Background: an optimization exercise with open tools, aiming at small area. Do not read the settings as production practice.
The RTL was checked by simulation tests, not by an equivalence proof against the original design.
The clock port is modelled as an ideal driver, which makes a skipped or thinned clock tree look cheaper than it is; a real chip needs a root buffer or a tree.
Power is estimated from default activity; no workload was simulated.

Design irig_ctrl, start of the top module:
module irig_ctrl (
    input         clk,
    input         rst,
    input         ir_en,
    input         ir_cal,
    input  [2:0]  ir_irig_data,
    input  [7:0]  ir_ind,
    output        ir_write,
    output [3:0]  ir_dir,
    output        ir_start,
    output        ir_rst_reg,
    output        ir_cont,
    output        ir_in_frame,
    output        ir_terminate,
    output        ir_issue,
    output [3:0]  ir_aux_out,
    input         pi_rst,
    input         pi_gpio,
    input         pi_cal,
    input         pi_in_frame,
    input         pi_terminate,
    input         pi_cont,
    input  [15:0] pi_reg_wait,
    output        pi_en_ind,
    output        pi_rst_ind,
    output        pi_data_ready,
    output        pi_en_cbh,
    output        pi_rst_cbh,
    input         fs_gpio,
    input  [15:0] fs_threshold,
    input  [15:0] fs_waiting,
    output        fs_new_count
);
Size: ~91 I/O pins, ~4700 um^2 of cells after synthesis.
==> module fsm_frac_sec, before the edit <==
module fsm_frac_sec (clk, ce, hard_rst, gpio, new_count, waiting, threshold, state);
output new_count;
output [2:0] state;
input clk;
input ce;
input hard_rst;
input gpio;
input [15:0] threshold;
input [15:0] waiting;
localparam S0 = 3'd0, ST = 3'd1, A = 3'd2, B = 3'd3, C = 3'd4, D = 3'd5, E = 3'd6, F = 3'd7;
reg [2:0] st, nx;
reg [15:0] aux, aux_wait, counter;
reg nc;
wire gt;    
always @(posedge clk, posedge hard_rst)
	if (hard_rst) st <= S0;
	else st <= nx;
always @(*) begin
	case (st)
		S0, ST: nx = A;
		A: nx = gpio ? B : A;
		B: nx = gt ? C : (~gpio ? ST : B);
		C: nx = D;
		D: nx = gt ? E : D;
		E: nx = ~gpio ? F : E;
		default: nx = A;  
	endcase
end
always @(posedge clk, posedge hard_rst)
	if (hard_rst) nc <= 1'b0;
	else nc <= (st == C);
assign gt = counter > ((st == D) ? aux_wait : aux);
always @(posedge clk)
	if (st == S0 || st == C || st == F) counter <= 16'd0;
	else counter <= counter + {15'd0, (st == B || st == D)};
always @(posedge clk)
	if (st == S0 || st == ST) begin
		aux <= threshold;
		aux_wait <= waiting;
	end
assign new_count = nc;
assign state = st;
endmodule
==> flow/config.mk <==
export PLATFORM = sky130hd
export DESIGN_NAME = irig_ctrl
export DESIGN_NICKNAME = irig_ctrl
export VERILOG_FILES = /design/flow/design.v
export SDC_FILE = /design/flow/constraint.sdc
export NUM_CORES = 4
export LEC_CHECK = 0
export CAP_MARGIN = 20
export CORE_MARGIN = 2
export CORE_UTILIZATION = 40
export SLEW_MARGIN = 20
==> flow/constraint.sdc <==
create_clock -name core_clock -period 5.0 [get_ports {clk}]
set_input_delay 1.0000 -clock core_clock [delete_from_list [all_inputs] [get_ports {clk}]]
set_output_delay 1.0000 -clock core_clock [all_outputs]
set_load 0.01 [all_outputs]
standard.sh (not shown) runs the stock make flow with config.mk's settings and CLKGATE_MAP_FILE= SYNTH_SCRIPT=/design/flow/synth_recipe.tcl, a recipe that flattens the netlist after the stock synthesis.
==> flow/flow/run.sh <==
#!/bin/bash
# Own layout flow: the standard ORFS flow with
#  - synthesis mapped by an area-oriented ABC script (flow/area.abc) and
#    without the half/full-adder extraction; registers are mapped as in the
#    standard synthesis, so they keep their names and cells,
#  - the smallest buffer on each port,
#  - a small balanced clock tree built by flow/cts_pre.tcl: the clock port
#    drives one root buffer, which drives four leaf buffers, each driving
#    the registers of one quarter of the core.
# Each step's full output goes to its own log file in the work folder.
set -euo pipefail
W=$(pwd)
F=$W/flow
export FLOW_ABC_SCRIPT=$F/area.abc
export FLOW_CLOCK_PORT=clk
export FLOW_CTS_LEAVES=4
export FLOW_CTS_LEAF_CELL=sky130_fd_sc_hd__clkbuf_16
export FLOW_CTS_ROOT_CELL=sky130_fd_sc_hd__clkbuf_4
bash standard.sh SYNTH_SCRIPT=$F/synth.tcl ADDER_MAP_FILE= synth > $W/log_synth.txt 2>&1
bash standard.sh SYNTH_SCRIPT=$F/synth.tcl ADDER_MAP_FILE= \
  "BUFFER_PORTS_ARGS=-buffer_cell sky130_fd_sc_hd__buf_1" \
  PRE_CTS_TCL=$F/cts_pre.tcl \
  finish > $W/log_layout.txt 2>&1
Other scripts of this flow, unchanged in this note and not shown: flow/flow/area.abc, flow/flow/cts_pre.tcl, flow/flow/synth.tcl
The starting point produced a clean layout.
Rerun with:
--- a/flow/design.v
+++ b/flow/design.v
@@ -192,13 +192,12 @@
 input [15:0] threshold;
 input [15:0] waiting;
 localparam S0 = 3'd0, ST = 3'd1, A = 3'd2, B = 3'd3, C = 3'd4, D = 3'd5, E = 3'd6, F = 3'd7;
 reg [2:0] st, nx;
 reg [15:0] aux, aux_wait, counter;
 reg nc;
-wire gt;    
 always @(posedge clk, posedge hard_rst)
 	if (hard_rst) st <= S0;
 	else st <= nx;
 always @(*) begin
 	case (st)
 		S0, ST: nx = A;
@@ -210,13 +209,13 @@
 		default: nx = A;  
 	endcase
 end
 always @(posedge clk, posedge hard_rst)
 	if (hard_rst) nc <= 1'b0;
 	else nc <= (st == C);
-assign gt = counter > ((st == D) ? aux_wait : aux);
+wire gt = counter > ((st == D) ? aux_wait : aux);
 always @(posedge clk)
 	if (st == S0 || st == C || st == F) counter <= 16'd0;
 	else counter <= counter + {15'd0, (st == B || st == D)};
 always @(posedge clk)
 	if (st == S0 || st == ST) begin
 		aux <= threshold;
=> Hold slack stays the same; combinational power stays flat; core utilization does not change; global-route usage does not change; flip-flop and latch count does not change; total power does not change.
In every run of this note, the design's own scripts or RTL, not TritonCTS, make the clock network.


rev 12:
irig_ctrl, a different RTL version from the one above (not shown whole).
Size: about 530 cells after synthesis, roughly 110 flip-flops, ~0.0048 sq mm of cells after synthesis.
Settings: LEC_CHECK=0, CAP_MARGIN=20, CORE_MARGIN=2, CORE_UTILIZATION=40, SLEW_MARGIN=20; clock period 5.0 ns.
==> flow/flow/run.sh <==
#!/bin/bash
# Own layout flow: the standard ORFS flow with
#  - synthesis mapped by an area-oriented ABC script and without the
#    half/full-adder extraction (registers are mapped as in the standard
#    synthesis, so they keep their names and cells),
#  - the smallest buffer on each port,
#  - a clock tree of small clock buffers without dummy loads.
# Each step's full output goes to its own log file in the work folder.
set -euo pipefail
W=$(pwd)
F=$W/flow
export FLOW_ABC_SCRIPT=$F/area.abc
CTS='-sink_clustering_enable -repair_clock_nets -dont_use_dummy_load -buf_list {sky130_fd_sc_hd__clkbuf_4 sky130_fd_sc_hd__clkbuf_8}'
bash standard.sh SYNTH_SCRIPT=$F/synth.tcl ADDER_MAP_FILE= synth > $W/log_synth.txt 2>&1
bash standard.sh SYNTH_SCRIPT=$F/synth.tcl ADDER_MAP_FILE= \
  "BUFFER_PORTS_ARGS=-buffer_cell sky130_fd_sc_hd__buf_1" \
  "CTS_ARGS=$CTS" \
  finish > $W/log_layout.txt 2>&1
==> flow/flow/area.abc <==
strash
&get -n
&deepsyn -T 40
&put
dch -f
amap
==> flow/flow/synth.tcl <==
proc synth {args} { yosys synth -nofsm -noshare {*}$args }
proc abc {args} {
  set i [lsearch -exact $args -script]
  if { $i >= 0 } {
    set args [lreplace $args $i [expr { $i + 1 }] -script $::env(FLOW_ABC_SCRIPT)]
  }
  yosys abc {*}$args
}
source $::env(SCRIPTS_DIR)/synth.tcl
# left out here: clear keep_hierarchy, flatten, clean up, hide names made inside functions, write 1_2_yosys.v
No stage failed in rev 12, and the final checks on the layout all came back clean.
diff inputs: rev 12 => rev 13
--- a/flow/design.v
+++ b/flow/design.v
@@ -91,17 +91,17 @@
 			U: write_r <= 1'b1;
 			S, V: write_r <= 1'b0;
 			default: ;
 		endcase
 		term_r <= (st == O);
 		if (st == AA) aux <= dir_dic;
 	end
 always @(posedge clk)
-	if (st == DC || st == DZ || st == L1 || st == L) cnt <= 2'd0;
+	if (st == DC || st == DZ || st == M) cnt <= 2'd0;
 	else cnt <= cnt + {1'b0, (st == I || st == N)};
 assign start = start_r;
 assign write = write_r;
 assign terminate = term_r;
 assign rst_reg = (st == A) | (st == DC);
 assign issue = (st == CS) | (st == DZ);
 assign cont = (st == EX);
 assign in_frame = (st == L1);
@@ -127,30 +127,29 @@
 input terminate;
 input cont;
 input [15:0] reg_wait;
 localparam START = 4'd0, A = 4'd1, B = 4'd2, C = 4'd3, D = 4'd4, E1 = 4'd5, E2 = 4'd6, F = 4'd7,
            G1 = 4'd8, G = 4'd9, H = 4'd10, I = 4'd11, J = 4'd12, K = 4'd13, L = 4'd14, M = 4'd15;
 reg [3:0] st, nx;
 reg [15:0] aux, counter;
 reg rst_ind_r, rst_cbh_r;
-reg gt;     
 always @(posedge clk, posedge hard_rst)
 	if (hard_rst) st <= START;
 	else st <= nx;
 always @(*) begin
 	case (st)
 		START: nx = A;
 		A: nx = B;
 		B: nx = cal ? C : B;
 		C: nx = H;
 		H: nx = D;
 		D: nx = gpio ? E1 : D;
 		E1, E2: nx = gpio ? E2 : M;
-		M: nx = gt ? F : C;
+		M: nx = (aux < counter) ? F : C;
 		F: nx = G1;
 		G1, G: nx = terminate ? A : rst ? K : in_frame ? I : cont ? C : G;
 		I: nx = J;
 		J: nx = C;
 		K: nx = L;
 		default: nx = C;  
 	endcase
 end
@@ -167,23 +166,18 @@
 		case (st)
 			START, C: rst_cbh_r <= 1'b1;
 			H: rst_cbh_r <= 1'b0;
 			default: ;
 		endcase
 	end
 always @(posedge clk) begin
 	if (st == START) aux <= reg_wait;
-	if (st == E1 || st == E2) begin
-		counter <= counter + 16'd1;
-		gt <= (counter != 16'hffff) && (gt || counter == aux);
-	end else begin
-		counter <= 16'd0;
-		gt <= 1'b0;
-	end
+	if (st == E1 || st == E2) counter <= counter + 16'd1;
+	else counter <= 16'd0;
 end
 assign data_ready = (st == G1);
 assign en_ind = (st == J);
 assign en_cbh = (st == E2) | (st == M);
 assign rst_ind = rst_ind_r;
 assign rst_cbh = rst_cbh_r;
 assign state_out = st;
 endmodule
@@ -196,39 +190,37 @@
 input hard_rst;
 input gpio;
 input [15:0] threshold;
 input [15:0] waiting;
 localparam S0 = 3'd0, ST = 3'd1, A = 3'd2, B = 3'd3, C = 3'd4, D = 3'd5, E = 3'd6, F = 3'd7;
 reg [2:0] st, nx;
 reg [15:0] aux, aux_wait, counter;
 reg nc;
-reg d_exit;    
 always @(posedge clk, posedge hard_rst)
 	if (hard_rst) st <= S0;
 	else st <= nx;
 always @(*) begin
 	case (st)
 		S0, ST: nx = A;
 		A: nx = gpio ? B : A;
-		B: nx = (counter > aux) ? C : (~gpio ? ST : B);
+		B: nx = gt ? C : (~gpio ? ST : B);
 		C: nx = D;
-		D: nx = d_exit ? E : D;
+		D: nx = gt ? E : D;
 		E: nx = ~gpio ? F : E;
 		default: nx = A;  
 	endcase
 end
 always @(posedge clk, posedge hard_rst)
 	if (hard_rst) nc <= 1'b0;
 	else nc <= (st == C);
-always @(posedge clk) begin
+wire gt = counter > ((st == D) ? aux_wait : aux);
+always @(posedge clk)
 	if (st == S0 || st == C || st == F) counter <= 16'd0;
 	else counter <= counter + {15'd0, (st == B || st == D)};
-	d_exit <= (st == D) && (counter == aux_wait) && (counter != 16'hffff);
-end
 always @(posedge clk)
 	if (st == S0 || st == ST) begin
 		aux <= threshold;
 		aux_wait <= waiting;
 	end
 assign new_count = nc;
 assign state = st;
 endmodule
Results
Power consumed by combinational cells: rev 13 and rev 12 compared, higher one is rev 13. Floorplan check, rev 13 vs rev 12: die outline smaller in rev 13. Final HPWL from detailed placement ends up lower on rev 13. Routed wire in rev 13 totals less than in rev 12. Clock-pin slew on the worst setup and hold paths: rev 13 vs rev 12, no meaningful difference.

## what the ideal ports hide
How much do the figures lean on ideal ports? The routed layouts below were timed once more, with nothing changed but the port constraints. Step 1 assumes that a clkbuf_16 drives the clock port and a buf_2 every other input. Step 2 times the ports against the registers' clock, not the clock port: input delays grow and output delays shrink by t, the midpoint of the rising clock arrivals with the driver on. Three values: ideal, step 1, step 2; two values: the first two.
| run | shift t [ns] | setup slack, ns | worst hold slack (ns) | clock arrival spread, ns | slew at the worst register clock pin (ns) |
|---|---|---|---|---|---|
| the first run of note 1 | 0.455 | 1.223 / 1.223 / 1.223 | 0.431 / 0.431 / 0.431 | 0.008 / 0.009 | 0.10 / 0.10 |
| the second run of note 1 | 0.455 | 1.223 / 1.223 / 1.223 | 0.431 / 0.431 / 0.431 | 0.008 / 0.009 | 0.10 / 0.10 |
| rev 12 | 0.398 | 1.504 / 1.504 / 1.504 | 0.424 / 0.424 / 0.424 | 0.020 / 0.020 | 0.10 / 0.10 |
| rev 13 | 0.385 | 0.918 / 0.918 / 0.918 | 0.428 / 0.428 / 0.428 | 0.036 / 0.036 | 0.09 / 0.09 |
After both steps setup and hold are still met in every run listed.
